Source: an optimization exercise on an open RTL-to-GDS flow (aim: small area). Production flows keep margins and buffers that such runs may drop.
Only simulation tests tie the RTL to the original design; equivalence was not proved.
The clock cells of runs 1 to 3 come from the design's own scripts or RTL, not from TritonCTS.
No driver is modelled on the clock port, so clock power and skew are understated where the tree is cut down; a real chip needs a root buffer or a tree.
Power figures rest on the tool's default switching activity, not on a simulated workload.

==> flow/flow/run.sh <==
#!/bin/bash
# Own layout flow: the standard ORFS flow with
#  - the standard synthesis script (synth_recipe.tcl) run unchanged, except that the
#    combinational logic is mapped with an area-oriented ABC script (flow/abc_area.script)
#    and adders are left to ABC (no separate half/full-adder extraction);
#  - ports buffered with the smallest buffer (buf_1);
#  - a two-level inverter clock tree built by flow/clock_tree.tcl in place of TritonCTS.
# Each tool's output goes to make.log / write_def.log here, and ORFS's per-step logs
# to orfs/logs/.
set -euo pipefail
W=$(pwd)
export BUFFER_PORTS_ARGS="-buffer_cell sky130_fd_sc_hd__buf_1"
KNOBS=()
while IFS= read -r line; do
  k=${line#export }; k=${k%% =*}; v=${line#*= }
  KNOBS+=("$k=$v")
done < <(grep -E '^export (CORE_UTILIZATION|CORE_MARGIN|CAP_MARGIN|SLEW_MARGIN|PLACE_DENSITY|DIE_AREA|CORE_AREA|CORE_ASPECT_RATIO|CTS_BUF_LIST|CTS_CLUSTER_SIZE|CTS_CLUSTER_DIAMETER) ' config.mk || true)
cfg() { grep -E "^export $1 = " config.mk | head -n 1 | sed -e "s/^export $1 = //" || true; }
CTS_BUFS=$(cfg CTS_BUF_LIST); CTS_BUFS=${CTS_BUFS:-sky130_fd_sc_hd__clkbuf_4}
CTS_SIZE=$(cfg CTS_CLUSTER_SIZE); CTS_SIZE=${CTS_SIZE:-30}
CTS_DIAM=$(cfg CTS_CLUSTER_DIAMETER); CTS_DIAM=${CTS_DIAM:-100}
CTS_ROOT=""
ROOT_ARG=""; [ -n "$CTS_ROOT" ] && ROOT_ARG="-root_buf $CTS_ROOT"
export PRE_CTS_TCL="$W/flow/clock_tree.tcl"
export OWN_CTS_ROOT=sky130_fd_sc_hd__clkinv_8 OWN_CTS_LEAF=sky130_fd_sc_hd__inv_8 OWN_CTS_GROUPS=6
export CTS_ARGS="$ROOT_ARG -sink_clustering_enable -repair_clock_nets -buf_list {$CTS_BUFS} -sink_clustering_size $CTS_SIZE -sink_clustering_max_diameter $CTS_DIAM -dont_use_dummy_load"
make -C "$FLOW_HOME" DESIGN_CONFIG="$W/config.mk" WORK_HOME="$W/orfs" CLKGATE_MAP_FILE= \
  ADDER_MAP_FILE= SYNTH_SCRIPT="$W/flow/synth.tcl" "${KNOBS[@]}" finish > "$W/make.log" 2>&1
R="$W/orfs/results/${FLOW_PLATFORM}/top_module/base"
: # left out here: write the final layout as DEF
==> flow/flow/abc_area.script <==
strash
dc2
&get -n
&dch -f
&nf -R 1000
&put
strash
dc2
&get -n
&dch -f
&nf -R 1000
&put
topo
==> flow/flow/clock_tree.tcl <==
# Runs at the start of the CTS step (PRE_CTS_TCL), in place of TritonCTS:
# a two-level inverter clock tree. The clock port drives one root inverter
# (OWN_CTS_ROOT); it drives OWN_CTS_GROUPS leaf inverters (OWN_CTS_LEAF), each
# placed at the centre of one group of flip-flops (split by position into two
# columns and then rows) and driving that group. Every flip-flop sees the clock
# through exactly two inverters, so its polarity is unchanged and the clock
# arrives at the same depth everywhere. The rest of the CTS step (placement
# legalisation, timing repair) runs as usual.
set root_master $::env(OWN_CTS_ROOT)
set leaf_master $::env(OWN_CTS_LEAF)
set cts_groups $::env(OWN_CTS_GROUPS)
set block [ord::get_db_block]
set db [ord::get_db]
set clk_net [$block findNet clk]
set sinks {}
foreach it [$clk_net getITerms] { lappend sinks $it }
proc sink_x {it} { return [lindex [[$it getInst] getLocation] 0] }
proc sink_y {it} { return [lindex [[$it getInst] getLocation] 1] }
proc split_by {lst n key} {
  set lst [lsort -command [list apply {{k a b} { expr {[$k $a] - [$k $b]} }} $key] $lst]
  set per [expr {int(ceil(double([llength $lst]) / $n))}]
  set out {}
  for {set i 0} {$i < $n} {incr i} { lappend out [lrange $lst [expr {$i * $per}] [expr {($i + 1) * $per - 1}]] }
  return $out
}
set cols [expr {$cts_groups >= 2 ? 2 : 1}]
set rows [expr {int(ceil(double($cts_groups) / $cols))}]
set groups {}
foreach col [split_by $sinks $cols sink_x] {
  foreach grp [split_by $col $rows sink_y] { if {[llength $grp]} { lappend groups $grp } }
}
# root inverter
set mid_net [odb::dbNet_create $block clknet_own_root]
$mid_net setSigType CLOCK
set root [odb::dbInst_create $block [$db findMaster $root_master] clkinv_own_root]
[$root findITerm A] connect $clk_net
[$root findITerm Y] connect $mid_net
set ax 0; set ay 0; set na 0
set g -1
foreach grp $groups {
  incr g
  set net [odb::dbNet_create $block "clknet_own_$g"]
  $net setSigType CLOCK
  set sx 0; set sy 0
  foreach it $grp {
    set loc [[$it getInst] getLocation]
    set sx [expr {$sx + [lindex $loc 0]}]; set sy [expr {$sy + [lindex $loc 1]}]
    $it disconnect
    $it connect $net
  }
  set inst [odb::dbInst_create $block [$db findMaster $leaf_master] "clkinv_own_$g"]
  [$inst findITerm A] connect $mid_net
  [$inst findITerm Y] connect $net
  set x [expr {$sx / [llength $grp]}]; set y [expr {$sy / [llength $grp]}]
  $inst setLocation $x $y
  $inst setPlacementStatus PLACED
  set ax [expr {$ax + $x}]; set ay [expr {$ay + $y}]; incr na
  puts "own clock tree: leaf $g ($leaf_master) drives [llength $grp] sinks"
}
$root setLocation [expr {$ax / $na}] [expr {$ay / $na}]
$root setPlacementStatus PLACED
proc clock_tree_synthesis {args} { puts "clock_tree_synthesis skipped: own clock tree built" }
# cts.tcl next clones clock-tree inverters next to each of their loads; that
# would undo this tree, so it is skipped too.
proc repair_clock_inverters {args} { puts "repair_clock_inverters skipped: own clock tree built" }
==> flow/flow/synth.tcl <==
# The standard synthesis script, with ABC's mapping script replaced by an area one.
set own_abc_script [file join [file dirname [info script]] abc_area.script]
proc abc {args} {
  global own_abc_script
  set i [lsearch -exact $args -script]
  if {$i >= 0} { set args [lreplace $args $i [expr {$i + 1}] -script $own_abc_script] }
  yosys abc {*}$args
}
source [file join [file dirname [info script]] .. synth_recipe.tcl]
==> flow/standard.sh <==
#!/bin/bash
# synth_recipe.tcl (not shown) runs the flow's synth.tcl, then flattens the netlist and writes it again
# the make line also repeats each setting of config.mk as NAME=value (left out here)
make -C /OpenROAD-flow-scripts/flow DESIGN_CONFIG=/design/flow/config.mk WORK_HOME=/design/flow/orfs CLKGATE_MAP_FILE= SYNTH_SCRIPT=/design/flow/synth_recipe.tcl "${@:-finish}"
==> flow/config.mk <==
export PLATFORM = sky130hd
export DESIGN_NAME = top_module
export DESIGN_NICKNAME = top_module
export VERILOG_FILES = /design/flow/design.v
export SDC_FILE = /design/flow/constraint.sdc
export NUM_CORES = 4
export LEC_CHECK = 0
export CAP_MARGIN = 20
export CORE_MARGIN = 2
export CORE_UTILIZATION = 40
export CTS_BUF_LIST = sky130_fd_sc_hd__clkbuf_4
export SLEW_MARGIN = 20
==> flow/constraint.sdc <==
create_clock -name core_clock -period 10.0 [get_ports {clk}]
set_input_delay 2.0000 -clock core_clock [delete_from_list [all_inputs] [get_ports {clk}]]
set_output_delay 2.0000 -clock core_clock [all_outputs]
set_load 0.01 [all_outputs]
==> flow/design.v <==
module top_module(
    input wire clk,
    input wire rst,                
    input wire speed_up_switch,
    input wire pause_button,
    input wire hour_inc_button,
    input wire hour_dec_button,
    input wire min_inc_button,
    input wire min_dec_button,
    input wire reset_switch,
    input wire [5:0] second_switches,
    output wire [6:0] segments,
    output wire [3:0] anodes,
    output wire [5:0] leds
);
    wire speed_up;
    wire enable;
    wire hour_inc, hour_dec, min_inc, min_dec;
    test_debouncer td(.clk(clk), .rst(rst), .switch(speed_up_switch), .speed_up(speed_up));
    enable_toggle_debouncer enable_debouncer(.clk(clk), .rst(rst), .button(pause_button), .enable(enable));
    debouncer hour_inc_debouncer(.clk(clk), .rst(rst), .PB(hour_inc_button), .PB_up(hour_inc));
    debouncer hour_dec_debouncer(.clk(clk), .rst(rst), .PB(hour_dec_button), .PB_up(hour_dec));
    debouncer min_inc_debouncer(.clk(clk), .rst(rst), .PB(min_inc_button), .PB_up(min_inc));
    debouncer min_dec_debouncer(.clk(clk), .rst(rst), .PB(min_dec_button), .PB_up(min_dec));
    display display_inst (
        .clk(clk), .rst(rst), .speed_up(speed_up), .enable(enable),
        .hour_inc(hour_inc), .hour_dec(hour_dec), .min_inc(min_inc), .min_dec(min_dec),
        .reset_switch(reset_switch), .second_switches(second_switches),
        .segments(segments), .anodes(anodes), .leds(leds)
    );
endmodule
module display(
    input wire clk,
    input wire rst,
    input wire speed_up,
    input wire enable,
    input wire hour_inc,
    input wire hour_dec,
    input wire min_inc,
    input wire min_dec,
    input wire reset_switch,
    input wire [5:0] second_switches,
    output reg [6:0] segments,
    output reg [3:0] anodes,
    output reg [5:0] leds
);
    localparam [9:0] R999 = 10'b1001101110;
    reg [1:0] hours_t;
    reg [4:0] hours_u;
    reg [2:0] minutes_t;
    reg [4:0] minutes_u;
    reg [7:0] seconds;
    reg [1:0] digit_select;
    reg [9:0] refresh_counter;
    reg [4:0] current_digit;
    wire one_second_pulse;
    reg prev_hour_inc, prev_hour_dec, prev_min_inc, prev_min_dec;
    reg prev_reset_switch;
    clock_divider clk_div(
        .clk(clk), .rst(rst), .speed_up(speed_up), .enable(enable),
        .one_second_pulse(one_second_pulse)
    );
    wire [6:0] seg;
    seven_segment_decoder decoder(.binary_input(current_digit), .segments(seg));
    wire clear = prev_reset_switch & reset_switch;
    wire sec_top = (seconds == 8'd59);
    wire mu9 = minutes_u[4] & ~minutes_u[3];
    wire mu0 = ~minutes_u[4] & ~minutes_u[0];
    wire mt5 = minutes_t[2] & ~minutes_t[1];
    wire hu9 = hours_u[4] & ~hours_u[3];
    wire hu0 = ~hours_u[4] & ~hours_u[0];
    wire h23 = hours_t[1] & hours_u[2];             
    wire h0 = ~hours_t[0] & hu0;
    wire roll = enable & one_second_pulse & sec_top;
    wire min_up = enable ? roll : prev_min_inc;
    wire min_dn = ~enable & ~prev_min_inc & prev_min_dec;
    wire hour_up = enable ? roll & mu9 & mt5 : prev_hour_inc;
    wire hour_dn = ~enable & ~prev_hour_inc & prev_hour_dec;
    always @(posedge clk) begin
        if (rst) begin
            minutes_u <= 0;
            minutes_t <= 0;
        end else if (min_up) begin
            minutes_u <= {minutes_u[3:0], ~minutes_u[4]};
            if (mu9) minutes_t <= {minutes_t[1:0], ~minutes_t[2]};
        end else if (min_dn) begin
            minutes_u <= {~minutes_u[0], minutes_u[4:1]};
            if (mu0) minutes_t <= {~minutes_t[0], minutes_t[2:1]};
        end else if (clear) begin
            minutes_u <= 0;
            minutes_t <= 0;
        end
    end
    always @(posedge clk) begin
        if (rst) begin
            hours_u <= 0;
            hours_t <= 0;
        end else if (hour_up) begin
            if (h23) begin
                hours_u <= 0;
                hours_t <= 0;
            end else begin
                hours_u <= {hours_u[3:0], ~hours_u[4]};
                if (hu9) hours_t <= {hours_t[0], 1'b1};
            end
        end else if (hour_dn) begin
            if (h0) begin
                hours_u <= 5'b00111;
                hours_t <= 2'b11;
            end else begin
                hours_u <= {~hours_u[0], hours_u[4:1]};
                if (hu0) hours_t <= {1'b0, hours_t[1]};
            end
        end else if (clear) begin
            hours_u <= 0;
            hours_t <= 0;
        end
    end
    wire [7:0] sec_carry = {&seconds[6:0], &seconds[5:0], &seconds[4:0], &seconds[3:0],
                            &seconds[2:0], &seconds[1:0], seconds[0], 1'b1} & {8{one_second_pulse}};
    wire sec_kill = one_second_pulse ? sec_top : clear;
    always @(posedge clk)
        seconds <= rst ? 8'd0 : enable ? (seconds ^ sec_carry) & ~{8{sec_kill}} : {2'b00, second_switches};
    always @(posedge clk) begin
        prev_hour_inc <= hour_inc;
        prev_hour_dec <= hour_dec;
        prev_min_inc <= min_inc;
        prev_min_dec <= min_dec;
        prev_reset_switch <= reset_switch;
    end
    wire refresh_wrap = (refresh_counter == R999);
    wire refresh_clr = rst | refresh_wrap;
    always @(posedge clk) begin
        refresh_counter <= ~({refresh_counter[8:0], refresh_counter[9] ^ refresh_counter[6]} | {10{refresh_clr}});
        if (rst)
            digit_select <= 0;
        else if (refresh_wrap)
            digit_select <= digit_select + 2'd1;
    end
    wire [4:0] mt_code = {minutes_t[2] & ~minutes_t[1], minutes_t[2] & ~minutes_t[0], minutes_t[2],
                          minutes_t[1] | minutes_t[2], minutes_t[0] | minutes_t[2]};
    always @(*) begin
        case (digit_select)
            2'b00: begin anodes = 4'b0111; current_digit = {3'b000, hours_t}; end
            2'b01: begin anodes = 4'b1011; current_digit = hours_u; end
            2'b10: begin anodes = 4'b1101; current_digit = mt_code; end
            2'b11: begin anodes = 4'b1110; current_digit = minutes_u; end
        endcase
        segments = seg;
        leds = seconds[5:0];
    end
endmodule
module clock_divider(
    input wire clk,
    input wire rst,
    input wire speed_up,
    input wire enable,
    output reg one_second_pulse
);
    localparam [6:0] A0 = 7'b0100001;
    localparam [9:0] B0 = 10'b0000000001;
    localparam [9:0] E998 = 10'b1111101011;
    reg [6:0] a;
    reg [9:0] b;
    reg speed_up_d;
    wire a_zero = ~a[1] & ~a[2] & ~a[3] & ~a[4];            
    wire a_59 = ~a[0] & ~a[2] & ~a[4] & ~a[6];
    wire a_65 = a[1] & a[2] & a[3] & a[4] & a[5];
    wire b_999 = ~b[0] & b[1] & b[2] & ~b[3] & b[4] & ~b[5] & b[6] & b[7] & b[8] & b[9];
    wire b_535 = b[0] & b[1] & b[2] & b[3] & ~b[4] & ~b[5] & b[6] & b[7] & b[8] & ~b[9];
    wire at_limit = b_999 & (speed_up_d ? a_zero : a_59);   
    wire at_65535 = a_65 & b_535;
    wire adjust = speed_up_d & ~speed_up & ~a_zero;         
    wire restart = rst | (enable & (at_limit | at_65535));    
    wire b_restart = restart | (enable & b_999);
    wire load = ~enable & adjust;                            
    wire [9:0] b_step = {b[8:0], b[9] ^ b[6]};
    wire [6:0] a_step = {a[5:0], a[6] ^ a[5]};
    always @(posedge clk) begin
        speed_up_d <= speed_up;    
        one_second_pulse <= ~rst & enable & at_limit;
        b <= b_restart ? B0 : load ? E998 : enable ? b_step : b;
        a <= (restart | load) ? A0 : (enable & b_999) ? a_step : a;
    end
endmodule
module debouncer(
    input clk,
    input rst,
    input PB,
    output PB_up
);
    localparam [9:0] MASK = 10'b1010101010;
    reg PB_sync_0, PB_sync_1, PB_state;
    reg [9:0] r;
    wire [9:0] c = r ^ MASK;                    
    wire PB_idle = (PB_state == PB_sync_1);
    wire clr = rst | PB_idle;
    wire low_zero = ~|c[8:0];
    wire PB_cnt_max = c[9] & low_zero;
    wire fb = c[9] ^ c[6] ^ low_zero;
    always @(posedge clk) begin
        PB_sync_0 <= ~(rst | PB);
        PB_sync_1 <= ~rst & PB_sync_0;
        r <= {~(r[8] & ~clr), ~(r[7] | clr), ~(r[6] & ~clr), ~(r[5] | clr), ~(r[4] & ~clr),
              ~(r[3] | clr), ~(r[2] & ~clr), ~(r[1] | clr), ~(r[0] & ~clr), fb & ~clr};
        if (rst)
            PB_state <= 1'b0;
        else if (PB_cnt_max)
            PB_state <= PB_sync_1;
    end
    assign PB_up = PB_cnt_max & PB_state & ~PB_sync_1;
endmodule
module enable_toggle_debouncer(
    input wire clk,
    input wire rst,
    input wire button,
    output reg enable
);
    wire up;
    reg up_d;
    debouncer db(.clk(clk), .rst(rst), .PB(button), .PB_up(up));
    always @(posedge clk) begin
        up_d <= ~rst & up;
        enable <= rst | (enable ^ up_d);
    end
endmodule
module seven_segment_decoder(
    input wire [4:0] binary_input,
    output wire [6:0] segments
);
    wire [4:0] q = binary_input;
    wire d1 = q[0] & ~q[1];
    wire d4 = q[3] & ~q[4];
    wire d7 = q[2] & ~q[1];
    wire a = d1 | d4;                                   
    wire b = q[4] & q[1];                               
    wire c = q[1] & ~q[2];                              
    wire d = d1 | d4 | d7;                              
    wire e = d1 | (q[2] & q[0]) | d7 | (q[4] & ~q[3]);  
    wire f = (q[0] & ~q[3]) | d7;                       
    wire g = ~q[1] & (~q[4] | q[2]);                    
    assign segments = {g, f, e, d, c, b, a};
endmodule
module test_debouncer(
    input wire clk,
    input wire rst,
    input wire switch,
    output reg speed_up
);
    always @(posedge clk) speed_up <= switch;
endmodule
==> notes.md, run 1 <==
outcome finished clean; clock share of power 26.0%; Clock Skew around 0.018 ns; initial antenna violation count 0; Leak approximately 1.8 nW; ant diodes 0; R2R setup slack around 7 ns; hold endpoint enable_debouncer.db.r[9]; Worst Hold Launch enable_debouncer.db.r[8]; DRT Pass-1 Iters 5; Hold Buf Count CTS 0; RSZ-0062 raised after global routing false; worst reg2reg path depth 10; Synth Register Bits roughly 130; power share of the sequential group between 70% and 80%; top post-synthesis cells by count dfxtp_1 (127), nor2_1 (88), nand2_1 (51); Die Height about 110 µm; max_cap viols 0; EDFF count, synth 0; PD cells roughly 150 nW/µm²; Netlist Area Pre-Place roughly 4500 µm²; clock slew at reported path FFs between 0.1 and 0.15 ns; Slew Limit Fails 0; initial DRC count just under 200; Critical Path Source Type register; Syn. warnings 5; Tcrit/Tclk final roughly 40%; post_cts resized 0; die area about 12000 µm²; Net Switching roughly 190 µW; RR Startpoint display_inst.minutes_u[4]; I/O Buffers 31; Final Hold Fails 0; grt total ovfl 0; most common cell in the netlist dfxtp_1; Hold Path Class reg -> reg; critical-path maximum fanout 8; IO Count 32; DR DRC count 0; Hold Path Depth 1; internal power between 500 and 600 µW; final core occ about 44%; drt total wl ~8.4 mm; crit path kind reg -> out; ys async rst share 0%; GRT Total Usage between 10% and 20%; HPWL Detailed ~6 mm; CP Data Arrival Time between 2 and 2.5 ns; Register Area 2540 µm²; Combinational Power Share 3.5%; Area Overhead vs Synth 6.68%; die width 110 µm; GPL Wtd Cong approximately 0.8; area of the multi-input gates 1840 µm²; TNS Setup 0 ns; setup bufs post-CTS 0; final-layout fill cell count about 1100; ranking of synthesized cells by area dfxtp_1 (56%), nor2_1 (7.3%), nand2_1 (4.2%); routed via count roughly 3400; Initial Utilization between 40% and 50%; Least-Margin Pin Slew roughly 0.93 ns; post-synth top area cell dfxtp_1; Critical Path RT 8.00 ns; total power between 700 and 800 µW; Mapped Cells around 490; wire per inst 12.8 µm; Core Region about 11000 µm²; min Tclk post-route slightly above 4 ns; first-pass GRT wire length between 10 and 15 mm; vias per cell between 5 and 6; maximum vdd drop 0.0827 mV; final setup fails 0; Finished Layout Cells 654; switch share 25.5%; Std-Cell Rows 38; r2r endpoint display_inst.hours_t[0]; register area share after synthesis approximately 56%; mean post-synth cell area approximately 9.3 µm²; share of layout cells above drive strength 1 roughly 2.1%; dpl cells around 650; Synthesized Nets roughly 500; vias in the first global route ~3200; maximum clock rate 245 MHz; ys flop type dfxtp_1; Final ANT Viol Nets 0; NumNets Final about 530; share of the synthesized area in the top cell type a little under three fifths; slew margin rel. a little under two fifths; Worst Setup End Kind output pin; Netlist cell types between 40 and 50; Worst-Skew Late Latency approximately 0.27 ns; largest net degree at the start of global routing 47
[worst max path at each step]
stage | start | to | slack, ns | cells after the start
after global placement | display_inst.digit_select[0] | segments[3] | 6.41 | 6
after CTS | display_inst.digit_select[0] | segments[3] | 6.26 | 6
after global routing | display_inst.digit_select[0] | segments[3] | 5.75 | 7
final | display_inst.digit_select[0] | segments[3] | 5.92 | 6
after floorplan | display_inst.digit_select[0] | segments[4] | 6.51 | 7
after detailed placement | display_inst.digit_select[0] | segments[3] | 6.27 | 6
[metrics by stage]
| step | cell area (µm²) | setup slack, ns | hold WS [ns] |
|---|---|---|---|
| after floorplan | 4510 | 6.51 | 0.348 |
| after detailed placement | 4730 | 6.27 | 0.368 |
| after CTS | 4810 | 6.26 | 0.368 |
| after global placement | 4730 | 6.41 | 0.369 |
| after global routing | 4810 | 5.75 | 0.402 |
| final | 4810 | 5.92 | 0.382 |
[placed cells by master, fill, tap and decap left out, drive strengths merged, types with 4 or more instances in the layout]
cell type	instances
o21ai	23
a222oi	5
nor3b	4
inv	6
and3	4
nor4	4
dfxtp	127
nand4	6
or2	4
mux2i	9
a221oi	7
buf	33
xnor2	5
a22oi	5
a211oi	6
nor2	88
nor2b	12
a211o	4
a21oi	16
nand2	51
or3	4
nor3	29
and2	11
o22ai	8
clkinv	10
[state kept, by name, summed over array words and instances, names as in the netlist, 2 cells and up]
name                          cells
display_inst.clk_div.a            7
display_inst.clk_div.b           10
display_inst.digit_select         2
display_inst.hours_t              2
display_inst.hours_u              5
display_inst.minutes_t            3
display_inst.minutes_u            5
display_inst.refresh_counter     10
display_inst.seconds              8
enable_debouncer.db.r            10
hour_dec_debouncer.r             10
hour_inc_debouncer.r             10
min_dec_debouncer.r              10
min_inc_debouncer.r              10
[kinds of logic (layout without fill, tap and decap cells)]
kind of cell	after synthesis	after routing	synth area share, %
AOI/OAI and AO/OA	88	88	12.9
xor gates and xnor gates	7	7	1.36
and+or+nand+nor	233	233	24.5
DFF	127	127	56.4
muxes	9	9	2.00
buffers and inverters	22	50	2.91
[layer usage]
| metal | global-route usage (%) | part of all wire, % | vias to the layer above |
|---|---|---|---|
| li1 | - | - | 1761 |
| met1 | 18.5 | 48 | 1587 |
| met2 | 24.1 | 45 | 77 |
| met3 | 0.941 | 4.1 | 16 |
| met4 | 2.41 | 2.0 | 0 |
| met5 | 0 | 0 | - |
[power by group through the flow]
stage          Sequential, mW  Clock [mW]  Combinational [mW]
3_3_place_gp            0.531           0              0.0256
4_1_cts                 0.531       0.146              0.0263
2_1_floorplan           0.529           0              0.0180
6_report                0.519       0.192              0.0259
5_1_grt                 0.521       0.218              0.0297
3_5_place_dp            0.531           0              0.0262
[cell type report]
class | count | share of cell area [%]
flip-flops and latches | 127 | 52.8
multi-input cells | 337 | 38.2
well taps | 140 | 3.64
repair buffers | 34 | 2.91
inverters | 16 | 2.44
[worst max-delay path, stage by stage, from the launching register on]
cell and delay, ns:
dfxtp_1 0.38, and2_0 0.31, a221oi_1 0.50, nor2_1 0.15, o22ai_1 0.17, nand2b_1 0.14
buf_1 0.18
==> inputs of run 2 (changes only) <==
==> flow/flow/run.sh (replaced) <==
#!/bin/bash
# Own layout flow: the standard ORFS flow (config.mk, make targets up to finish) with
#  - the standard synthesis script (synth_recipe.tcl) run unchanged, except that the
#    combinational logic is mapped with an area-oriented ABC script (flow/abc_area.script,
#    via flow/synth.tcl) and adders are left to ABC (no separate half/full-adder extraction);
#  - every port buffered, with the smallest buffer (buf_1);
#  - a two-level inverter clock tree built by flow/clock_tree.tcl (PRE_CTS_TCL hook) in
#    place of TritonCTS: one root inverter, six leaf inverters, each flip-flop two
#    inverters from the clock port.
# make's output goes to make.log and write_def's to write_def.log in this folder;
# ORFS's per-step logs are in orfs/logs/.
set -euo pipefail
W=$(pwd)
export BUFFER_PORTS_ARGS="-buffer_cell sky130_fd_sc_hd__buf_1"
KNOBS=()
while IFS= read -r line; do
  k=${line#export }; k=${k%% =*}; v=${line#*= }
  KNOBS+=("$k=$v")
done < <(grep -E '^export (CORE_UTILIZATION|CORE_MARGIN|CAP_MARGIN|SLEW_MARGIN|PLACE_DENSITY|DIE_AREA|CORE_AREA|CORE_ASPECT_RATIO) ' config.mk || true)
export PRE_CTS_TCL="$W/flow/clock_tree.tcl"
export OWN_CTS_ROOT=sky130_fd_sc_hd__clkinv_8 OWN_CTS_LEAF=sky130_fd_sc_hd__inv_8 OWN_CTS_GROUPS=6
make -C "$FLOW_HOME" DESIGN_CONFIG="$W/config.mk" WORK_HOME="$W/orfs" CLKGATE_MAP_FILE= \
  ADDER_MAP_FILE= SYNTH_SCRIPT="$W/flow/synth.tcl" "${KNOBS[@]}" finish > "$W/make.log" 2>&1
R="$W/orfs/results/${FLOW_PLATFORM}/top_module/base"
: # left out here: write the final layout as DEF
--- a/flow/config.mk
+++ b/flow/config.mk
@@ -7,6 +7,5 @@
 export LEC_CHECK = 0
 export CAP_MARGIN = 20
 export CORE_MARGIN = 2
-export CORE_UTILIZATION = 40
-export CTS_BUF_LIST = sky130_fd_sc_hd__clkbuf_4
+export CORE_UTILIZATION = 80
 export SLEW_MARGIN = 20
==> run 2 against run 1 <==
  * Largest power group unchanged
  * Core utilization up 42 points
  * Setup slack better by 0.051 ns
  * Sequential power about the same
  * Highest routed layer unchanged
  * Clock power down 3%
  * Routed wire length up 7.5%
  * Still clean on timing, DRC and antenna
  * Sequential share of layout area up 1.1 points
  * Critical path type unchanged
  * Sequential cell count unchanged
==> notes.md, run 2 <==
maximum vdd drop about 0.16 mV; Die Height about 79 µm; Netlist cell types 42; share of the synthesized area in the top cell type ~56%; min Tclk post-route 4.03 ns; ys flop type dfxtp_1; Worst-Skew Late Latency approximately 0.25 ns; Leak around 1.7 nW; internal power approximately 550 µW; Final Hold Fails 0; dpl cells 577; Hold Path Class reg -> reg; ranking of synthesized cells by area dfxtp_1 (56%), nor2_1 (7.3%), nand2_1 (4.2%); die width around 79 µm; first-pass GRT wire length ~15 mm; M3 GR Usage 2.50%; die area ~6300 µm²; hold endpoint enable_debouncer.db.r[5]; Netlist Area Pre-Place ~4500 µm²; final core occ a little under nine tenths; top post-synthesis cells by count dfxtp_1 (127), nor2_1 (88), nand2_1 (51); EDFF count, synth 0; slew margin rel. 27.2%; I/O Buffers 31; clock slew at reported path FFs 0.11 ns; share of layout cells above drive strength 1 around 1.8%; RSZ-0062 raised after global routing false; critical-path maximum fanout 8; Clock Skew between 0.01 and 0.015 ns; Area Overhead vs Synth 4.46%; GPL Wtd Cong ~0.94; Hold Path Depth 1; vias per cell slightly above 6; met1 Track Usage GR between 30% and 40%; wire per inst about 15 µm; Core Region 5470 µm²; DP Area about 4600 µm²; Final ANT Viol Nets 0; DRT Pass-1 Iters 7; routed via count ~3600; R2R setup slack a little under 7 ns; clock share of power about 25%; most common cell in the netlist dfxtp_1; maximum clock rate 248 MHz; commonest non-fill, non-tap cell in the layout dfxtp_1; Combinational Power Share between 3 and 4%; grt total ovfl 0; post-route design area approximately 4700 µm²; Finished Layout Cells 584; leading cell types in the layout, fill and taps excluded dfxtp_1 (127), nor2_1 (88), nand2_1 (51), buf_1 (30), nor3_1 (29); power share of the sequential group 71.0%; met2 Resource Use GR between 50% and 60%; Synth Register Bits 127; Syn. warnings 5; Critical Path Source Type register; r2r endpoint display_inst.hours_t[1]; ys async rst share 0%; crit path kind reg -> out; grt peak-use layer met2; Critical Path RT 8.00 ns; Synthesized Nets around 500; post-synth top area cell dfxtp_1; GRT Total Usage ~29%; Worst Hold Launch enable_debouncer.db.r[4]; Worst Setup End Kind output pin; worst reg2reg path depth 9; initial DRC count 303; IO Count 32; outcome finished clean; max_cap viols 0; drt total wl around 9.0 mm; NumNets Final 529; switch share ~25%; ant diodes 0; Least-Margin Pin Slew between 1 and 1.5 ns; HPWL Detailed around 6.4 mm; Slew Limit Fails 0; initial antenna violation count 0; CP Data Arrival Time 2.03 ns; Std-Cell Rows 27; PD cells ~160 nW/µm²; Net Switching 183 µW; post_cts resized 0; TNS Setup 0 ns; Initial Utilization 82.4%; setup bufs post-CTS 0; Tcrit/Tclk final roughly two fifths; vias in the first global route around 3300; mean post-synth cell area 9.28 µm²; final setup fails 0; RR Startpoint display_inst.minutes_u[4]; Hold Buf Count CTS 0; Mapped Cells between 400 and 500; largest net degree at the start of global routing 47; register area share after synthesis between 50% and 60%; DR DRC count 0
## run 2: cell types whose count changed in the layout (fill, tap and decap cells not counted)
cell,before,now
buf_4,3,1
## run 2: metrics by stage
stage	power (mW)	worst slack [ns]	hold slack, ns
after floorplan	0.548	6.51	0.348
after CTS	0.703	6.27	0.366
after global placement	0.555	6.40	0.360
after global routing	0.756	5.80	0.399
after detailed placement	0.557	6.28	0.366
final	0.732	5.97	0.388
## run 2: cells by family (layout without fill, tap and decap cells)
logic type | Yosys count | in the layout | synth area share, %
and+or+nand+nor | 233 | 233 | 24.5
xor gates and xnor gates | 7 | 7 | 1.36
AOI/OAI and AO/OA | 88 | 88 | 12.9
DFF | 127 | 127 | 56.4
muxes | 9 | 9 | 2.00
buffers and inverters | 22 | 48 | 2.91
## run 2: how the worst max path moves through the flow
stage | depth (start not counted) | startpoint | end | slack, ns
floorplan | 7 | display_inst.digit_select[0] | segments[4] | 6.51
global placement | 6 | display_inst.digit_select[0] | segments[3] | 6.40
detailed placement | 6 | display_inst.digit_select[0] | segments[3] | 6.28
CTS | 6 | display_inst.digit_select[0] | segments[3] | 6.27
global route | 6 | display_inst.digit_select[0] | segments[3] | 5.80
finish | 6 | display_inst.digit_select[0] | segments[3] | 5.97
## run 2: cell type report
cell class                      instances  area, µm²
Sequential cell                       127       2540
Tap cell                               72       90.1
Fill cell                             316        759
Multi-Input combinational cell        337       1840
Inverter                               16        118
Timing Repair Buffer                   32        125
## run 2: power by group through the flow
stage	combinational [mW]	sequential [mW]	clock, mW
CTS	0.0261	0.531	0.146
finish	0.0263	0.520	0.186
global route	0.0294	0.521	0.206
floorplan	0.0180	0.529	0
global placement	0.0246	0.531	0
detailed placement	0.0259	0.531	0
## run 2: per-layer routing
metal  vias up  wire length (µm)  share of wire [%]
met5         -                 0                  0
met4         0               118                1.3
met3        12               420                4.7
met2       132              4690                 52
met1      1691              3780                 42
li1       1760                 -                  -
## run 2: worst max-delay path: stages (launching register included)
cell and delay [ns]:
dfxtp_1 0.37, and2_0 0.29, a221oi_1 0.53, nor2_1 0.14
o22ai_1 0.17, nand2b_1 0.12, buf_1 0.15
==> inputs of run 3 (changes only) <==
--- a/flow/design.v
+++ b/flow/design.v
@@ -190,7 +190,8 @@
     output PB_up
 );
     localparam [9:0] MASK = 10'b1010101010;
-    reg PB_sync_0, PB_sync_1, PB_state;
+    reg PB_sync_0, PB_sync_1_n, PB_state;    
+    wire PB_sync_1 = ~PB_sync_1_n;
     reg [9:0] r;
     wire [9:0] c = r ^ MASK;                    
     wire PB_idle = (PB_state == PB_sync_1);
@@ -200,7 +201,7 @@
     wire fb = c[9] ^ c[6] ^ low_zero;
     always @(posedge clk) begin
         PB_sync_0 <= ~(rst | PB);
-        PB_sync_1 <= ~rst & PB_sync_0;
+        PB_sync_1_n <= rst | ~PB_sync_0;
         r <= {~(r[8] & ~clr), ~(r[7] | clr), ~(r[6] & ~clr), ~(r[5] | clr), ~(r[4] & ~clr),
               ~(r[3] | clr), ~(r[2] & ~clr), ~(r[1] | clr), ~(r[0] & ~clr), fb & ~clr};
         if (rst)
==> run 3 against run 2 <==
  * Cell count fell by 1.2%
  * Setup slack gained 0.066 ns
  * Via count is 3.0% lower
  * Clock power hardly changed
  * First-iteration DRC count down 27%
  * Synthesized cell count decreased by 1.2%
  * Still clean
  * Routed wire length fell by 3.8%
  * Sequential share of layout area increased by 0.32 points
  * Fmax is 1.7% higher
  * Area after synthesis decreased by 0.55%
==> notes.md, run 3 <==
CP Data Arrival Time roughly 2 ns; Final Hold Fails 0; vias in the first global route 3396; slew margin rel. roughly 46%; final-layout fill cell count 319; wire per inst ~15 µm; GPL Wtd Cong roughly 0.92; Critical Path RT approximately 8 ns; I/O Buffers 31; Final ANT Viol Nets 0; Core Region about 5500 µm²; leading cell types in the layout, fill and taps excluded dfxtp_1 (127), nor2_1 (75), nand2_1 (56), buf_1 (30), o21ai_0 (23); Least-Margin Pin Slew 0.810 ns; top post-synthesis cells by count dfxtp_1 (127), nor2_1 (75), nand2_1 (56); NumNets Final ~520; DRT Pass-1 Iters 5; DP Worst Slack just under 6 ns; Worst Setup End Kind output pin; share of the synthesized area in the top cell type between 50% and 60%; Hold Path Depth 1; grt total ovfl 0; first-pass GRT wire length ~15 mm; drt total wl roughly 8.7 mm; largest net degree at the start of global routing 42; register area share after synthesis a little under three fifths; Mapped Cells 480; min Tclk post-route a little under 4 ns; Tcrit/Tclk final 39.7%; die width 78.9 µm; RSZ-0062 raised after global routing false; setup bufs post-CTS 0; IO Count 32; initial DRC count about 220; vias per cell between 6 and 7; Critical Path Source Type register; DR DRC count 0; crit path kind reg -> out; worst reg2reg path depth 8; Synthesized Nets 495; Hold Buf Count CTS 0; share of layout cells above drive strength 1 between 1.5 and 2%; Slew Limit Fails 0; Netlist Area Pre-Place 4490 µm²; ranking of synthesized cells by area dfxtp_1 (57%), nor2_1 (6.3%), nand2_1 (4.7%); ys async rst share 0%; PD cells 157 nW/µm²; maximum clock rate 252 MHz; TNS Setup 0 ns; die area a little over 6000 µm²; maximum vdd drop 0.152 mV; max_cap viols 0; critical-path maximum fanout 7; Area Overhead vs Synth 4.43%; Leak approximately 1.7 nW; GRT Total Usage between 20% and 30%; final setup fails 0; post_cts resized 0; EDFF count, synth 0; Die Height just under 80 µm; Final WS setup approximately 6.0 ns; Initial Utilization between 80% and 90%; HPWL Detailed just over 6 mm; initial antenna violation count 0; post-synth top area cell dfxtp_1; ys flop type dfxtp_1; ant diodes 0; routed via count roughly 3500; Synth Register Bits 127; most common cell in the netlist dfxtp_1; outcome finished clean; Hold Path Class reg -> reg; commonest non-fill, non-tap cell in the layout dfxtp_1; Clock Skew between 0.01 and 0.015 ns; Std-Cell Rows 27; Netlist cell types ~40; worst hold margin between 0.3 and 0.4 ns; clock slew at reported path FFs roughly 0.11 ns; mean post-synth cell area between 9 and 10 µm²; Worst-Skew Late Latency ~0.26 ns; Syn. warnings 5
## run 3: cell types whose count changed after synthesis, sizes merged, moves of 4 or more
cell | before | now
nand2 | 51 | 56
and2 | 11 | 5
nor2b | 12 | 16
nand3 | 2 | 8
nor3 | 29 | 15
and3 | 4 | 8
nor2 | 88 | 75
a211oi | 6 | 10
nand2b | 3 | 7
## run 3: routing by layer
layer	vias to the layer above	part of all wire [%]	global-route usage, %
li1	1729	-	-
met1	1632	44	35.4
met2	108	50	52.5
met3	18	3.9	2.27
met4	0	1.7	7.07
met5	-	0	0
## run 3: layout make-up
class / count / area (µm²) / area share [%]
inverters: 17 / 121 / 2.59
multi-input cells: 330 / 1810 / 38.7
flip-flops and latches: 127 / 2540 / 54.3
well taps: 72 / 90.1 / 1.92
repair buffers: 31 / 118 / 2.51
## run 3: worst paths after layout
path	slack [ns]	to	start
worst max-delay path	6.03	segments[4]	display_inst.digit_select[1]
worst min-delay path	0.38	min_inc_debouncer.PB_sync_1_n	min_inc_debouncer.PB_sync_0
worst max register to register	7.31	display_inst.hours_t[1]	display_inst.minutes_t[2]
worst min register to register	0.38	min_inc_debouncer.PB_sync_1_n	min_inc_debouncer.PB_sync_0
## run 3: through the flow
step / cells / total power [mW] / instance area (µm²) / util [%]
floorplan: 480 / 0.549 / 4490 / -
global placement: 570 / 0.556 / 4600 / 84.0
detailed placement: 570 / 0.558 / 4600 / 84.0
CTS: 577 / 0.704 / 4680 / 85.5
global route: 577 / 0.761 / 4690 / 85.6
finish: 577 / 0.735 / 4690 / 85.6
## run 3: logic make-up (layout without fill, tap and decap cells)
kind of cell | Yosys count | in the layout | synth area share (%)
xor gates and xnor gates | 9 | 9 | 1.76
AOI/OAI and AO/OA | 91 | 91 | 13.2
DFF | 127 | 127 | 56.7
and+or+nand+nor | 222 | 222 | 23.6
buffers and inverters | 23 | 48 | 3.01
muxes | 8 | 8 | 1.78
## run 3: worst max-delay path: stages (launching register included)
cell and delay, ns:
dfxtp_1 0.45, and2_0 0.41, nand2_1 0.11, nand4_1 0.14, o21a_1 0.18, nor2b_1 0.18, o211ai_1 0.11, buf_1 0.14
## run 3: power breakdown
part	internal, mW	switching [mW]
registers	0.514	0.00638
logic	0.00954	0.0169
clock network	0.0257	0.163
total	0.549	0.186
==> inputs of run 4 (changes only) <==
--- a/flow/config.mk
+++ b/flow/config.mk
@@ -7,5 +7,5 @@
 export LEC_CHECK = 0
 export CAP_MARGIN = 20
 export CORE_MARGIN = 2
-export CORE_UTILIZATION = 80
+export CORE_UTILIZATION = 90
 export SLEW_MARGIN = 20
==> run 4 against run 3 <==
  * The run now fails in 3_1_place_gp_skip_io
  * Area after synthesis stayed put
  * Synthesized cell count unchanged
==> notes.md, run 4 <==
Std-Cell Rows 25; Die Height about 75 µm; ys async rst share 0%; Initial Utilization a little over nine tenths; EDFF count, synth 0; outcome did not finish; register area share after synthesis 56.7%; main combinational cell family by area after synthesis simple AND/OR/NAND/NOR gates; Synth Area in Adders 0%; top post-synthesis cells by count dfxtp_1 (127), nor2_1 (75), nand2_1 (56); most common cell in the netlist dfxtp_1; ranking of synthesized cells by area dfxtp_1 (57%), nor2_1 (6.3%), nand2_1 (4.7%); run-stopping error [ERROR GPL-0301] Utilization 105.630 % exceeds 100%.; Synthesized Nets 495; post-synth top area cell dfxtp_1; Exit stage 3_1_place_gp_skip_io; XOR/XNOR Fraction of Synth Area roughly 1.8%; mux cell area share after synthesis 1.78%; Netlist cell types 41; Synth Area in Compound Gates 13.2%; ys flop type dfxtp_1; Syn. warnings 5; Mapped Cells 480; Netlist Area Pre-Place approximately 4500 µm²; Synth Area in Simple Gates 23.6%; Synth Register Bits 127; share of the synthesized area in the top cell type between 50% and 60%; die width 74.6 µm; mean post-synth cell area 9.35 µm²
-- run 4: cell counts after synthesis --
No cell type changed its count.
-- run 4: logic make-up after synthesis --
family	count (synthesis)
flops	127
simple gates	222
xor+xnor	9
compound gates	91
mux	8
buf+inv	23

what the ideal ports hide:
Ports are ideal in the flow. The routed layouts listed here were re-timed in OpenROAD.
Step 1, drivers: a clkbuf_16 drives clk and a buf_2 each remaining input, both assumed.
Step 2 moves the port delays by t, midway between the first and last clock arrival at a register: inputs arrive t later, outputs are due t later. That takes back most of the time a late clock gives input paths.
a / b / c = ideal ports / drivers / drivers and shift; a / b = the first two.
| run | t, ns | slack for setup (ns) | worst setup path after step 2 | cell pins on the clock port's net |
|---|---|---|---|---|
| run 1 | 0.308 | 5.915 / 5.865 / 6.174 | register to output | 1 |
| run 2 | 0.296 | 5.966 / 5.919 / 6.216 | register to output | 1 |
| run 3 | 0.300 | 6.032 / 5.984 / 5.804 | input to register | 1 |
After both steps setup and hold are still met in every run listed. For run 3, which loses most, drivers alone change the setup slack by -0.048 ns; drivers and shift together by -0.228 ns.
